Context: an optimization exercise on an open-source flow, tuned for small area and a short achievable clock period. The choices shown serve that exercise and are no tape-out recipe.
Function was checked by simulation only, so behaviour that the tests miss may differ from the original.

job 4993:
Design Microprocessor, start of the top module:
module Microprocessor(
		input clk,
		input reset,
		input [7:0] instruction,
		output reg [7:0] pc,
		output [6:0] display_low,
		output [6:0] display_high,
		output [6:0] display_op,
		output [6:0] display_rs,
		output [6:0] display_rt,
		output [6:0] display_rd,
		output [4:0] display_pc
	);
clock: 5.5 ns
lec_check: 0
cap_margin: 20
core_margin: 2
core_utilization: 40
cts_cluster_diameter: 60
cts_cluster_size: 30
setup_slack_margin: 3.0
slew_margin: 20
synth_hierarchical: 1
synth_minimum_keep_size: 0
tns_end_percent: 0
standard.sh (not shown) runs the stock make flow with config.mk's settings and CLKGATE_MAP_FILE= SYNTH_SCRIPT=/design/flow/synth_recipe.tcl, a recipe that flattens the netlist after the stock synthesis.
==> flow/flow/run.sh <==
#!/bin/bash
# Standard layout, with two changes:
# - the port buffers are buf_1 cells instead of the cell buffer_ports picks;
# - timing repair may resize a gate to a cell of another width
#   (MATCH_CELL_FOOTPRINT=0); the platform sets 1, which keeps each resized
#   gate to cells of its own width.
set -euo pipefail
export BUFFER_PORTS_ARGS="-buffer_cell sky130_fd_sc_hd__buf_1"
bash standard.sh MATCH_CELL_FOOTPRINT=0 finish > standard_make.log 2>&1
Modified inputs, job 7209 compared to job 4993
==> flow/flow/run.sh <==
#!/bin/bash
# Standard layout, with two changes:
# - the port buffers are buf_1 cells instead of the cell buffer_ports picks;
# - the delay cells are not used (they only help hold, which has plenty of
#   slack here, and the resizer otherwise picks them as slow buffers).
# The don't-use list is the platform's own list plus the delay cells.
set -euo pipefail
export BUFFER_PORTS_ARGS="-buffer_cell sky130_fd_sc_hd__buf_1"
DONT_USE="sky130_fd_sc_hd__probe_p_8 sky130_fd_sc_hd__probec_p_8 sky130_fd_sc_hd__lpflow_bleeder_1 sky130_fd_sc_hd__lpflow_clkbufkapwr_1 sky130_fd_sc_hd__lpflow_clkbufkapwr_16 sky130_fd_sc_hd__lpflow_clkbufkapwr_2 sky130_fd_sc_hd__lpflow_clkbufkapwr_4 sky130_fd_sc_hd__lpflow_clkbufkapwr_8 sky130_fd_sc_hd__lpflow_clkinvkapwr_1 sky130_fd_sc_hd__lpflow_clkinvkapwr_16 sky130_fd_sc_hd__lpflow_clkinvkapwr_2 sky130_fd_sc_hd__lpflow_clkinvkapwr_4 sky130_fd_sc_hd__lpflow_clkinvkapwr_8 sky130_fd_sc_hd__lpflow_decapkapwr_12 sky130_fd_sc_hd__lpflow_decapkapwr_3 sky130_fd_sc_hd__lpflow_decapkapwr_4 sky130_fd_sc_hd__lpflow_decapkapwr_6 sky130_fd_sc_hd__lpflow_decapkapwr_8 sky130_fd_sc_hd__lpflow_inputiso0n_1 sky130_fd_sc_hd__lpflow_inputiso0p_1 sky130_fd_sc_hd__lpflow_inputiso1n_1 sky130_fd_sc_hd__lpflow_inputiso1p_1 sky130_fd_sc_hd__lpflow_inputisolatch_1 sky130_fd_sc_hd__lpflow_isobufsrc_1 sky130_fd_sc_hd__lpflow_isobufsrc_16 sky130_fd_sc_hd__lpflow_isobufsrc_2 sky130_fd_sc_hd__lpflow_isobufsrc_4 sky130_fd_sc_hd__lpflow_isobufsrc_8 sky130_fd_sc_hd__lpflow_isobufsrckapwr_16 sky130_fd_sc_hd__lpflow_lsbuf_lh_hl_isowell_tap_1 sky130_fd_sc_hd__lpflow_lsbuf_lh_hl_isowell_tap_2 sky130_fd_sc_hd__lpflow_lsbuf_lh_hl_isowell_tap_4 sky130_fd_sc_hd__lpflow_lsbuf_lh_isowell_4 sky130_fd_sc_hd__lpflow_lsbuf_lh_isowell_tap_1 sky130_fd_sc_hd__lpflow_lsbuf_lh_isowell_tap_2 sky130_fd_sc_hd__lpflow_lsbuf_lh_isowell_tap_4 sky130_fd_sc_hd__clkdlybuf4s15_1 sky130_fd_sc_hd__clkdlybuf4s15_2 sky130_fd_sc_hd__clkdlybuf4s18_1 sky130_fd_sc_hd__clkdlybuf4s18_2 sky130_fd_sc_hd__clkdlybuf4s25_1 sky130_fd_sc_hd__clkdlybuf4s25_2 sky130_fd_sc_hd__clkdlybuf4s50_1 sky130_fd_sc_hd__clkdlybuf4s50_2 sky130_fd_sc_hd__dlygate4sd1_1 sky130_fd_sc_hd__dlygate4sd2_1 sky130_fd_sc_hd__dlygate4sd3_1 sky130_fd_sc_hd__dlymetal6s2s_1 sky130_fd_sc_hd__dlymetal6s4s_1 sky130_fd_sc_hd__dlymetal6s6s_1"
bash standard.sh "DONT_USE_CELLS=$DONT_USE" finish > standard_make.log 2>&1
==> comparison <==
In job 7209 the design area turned out 0.47% lower than in job 4993.
| pre-CTS worst setup slack | job 7209 vs job 4993 | 160 ps lower |
The fraction of final layout cells with drive strength greater than 1 number comes out lower for job 7209 vs job 4993.
Going from job 4993 to job 7209, synthesized cell area closely matched the old numbers, compound-gate portion of the synthesized area decreased by 0.38 points relative to the old numbers, worst setup slack decreased by 15 ps relative to the old numbers, register-to-register slack increased by 40 ps relative to the old numbers.
From job 7209 to job 4993, number of stages on the worst setup path did not move at all.
For the final-layout non-clock buffer area share, job 7209 came in 1.1 points lower than job 4993 did.
Relative to job 7209, the following input files were edited for job 7583:
==> flow/flow/run.sh <==
#!/bin/bash
# Standard layout, with the port buffers made of buf_1 cells instead of the
# cell buffer_ports picks by itself.
set -euo pipefail
export BUFFER_PORTS_ARGS="-buffer_cell sky130_fd_sc_hd__buf_1"
bash standard.sh > standard_make.log 2>&1
[summary]
Between job 7583 and job 7209, the count of multi-input combinational gates does not differ in any meaningful way. The portion of the clock cycle consumed by the worst path in the final layout of job 7209 and that of job 7583 are within noise of each other. The core of job 7583 is less densely filled than that of job 7209. Against job 7209, job 7583 comes in 30 ps lower on register-to-register slack. | synthesized area divided by synthesized cell count | job 7583 vs job 7209 | ≈ equal |.
What job 3984 does differently from job 7583 at the input level:
Settings: CTS_CLUSTER_SIZE: 30 -> 25; CTS_CLUSTER_DIAMETER: 60 -> 50; CTS_BUF_LIST: unset -> sky130_fd_sc_hd__clkbuf_8.
--- outcome ---
- R[0][1] as the critical path launch point was reported by job 3984, and instruction[5] by job 7583.
- In terms of first-pass GRT wire length, job 7583 and job 3984 differ only marginally.
- Summary of job 3984 over job 7583: final area -1.4%, adder-cell share of the synthesized area stayed essentially flat, via count grew by 0.33%, weighted congestion reported at the end of routability-driven placement flat.

separate check: timing with driven ports:
In the flow no input, the clock included, has a driving cell. The finished layouts below were timed again as built, in two steps. Step 1 assumes that a clkbuf_16 drives the clock port and a buf_2 every other input. Step 2, shift: input delay + t, output delay - t, t = (earliest + latest rising clock arrival at the registers) / 2. This alone moves slack from input paths to output paths. a / b / c = no drivers / after step 1 / after step 2; a / b = the first two.
run | t, ns | setup slack, ns | worst setup path after step 2 | slew at the worst register clock pin (ns)
job 4993 | 0.613 | 2.481 / 2.481 / 1.919 | input to register | 0.09 / 0.09
job 7209 | 0.623 | 2.466 / 2.461 / 1.839 | input to register | 0.08 / 0.08
job 7583 | 0.615 | 2.465 / 2.488 / 1.876 | input to register | 0.08 / 0.08
job 3984 | 0.617 | 2.458 / 2.458 / 1.872 | input to register | 0.11 / 0.11
After both steps every run listed still meets setup and hold. The setup slack of job 7209, which loses most, moves by -0.005 ns with the drivers and by -0.627 ns with both steps.
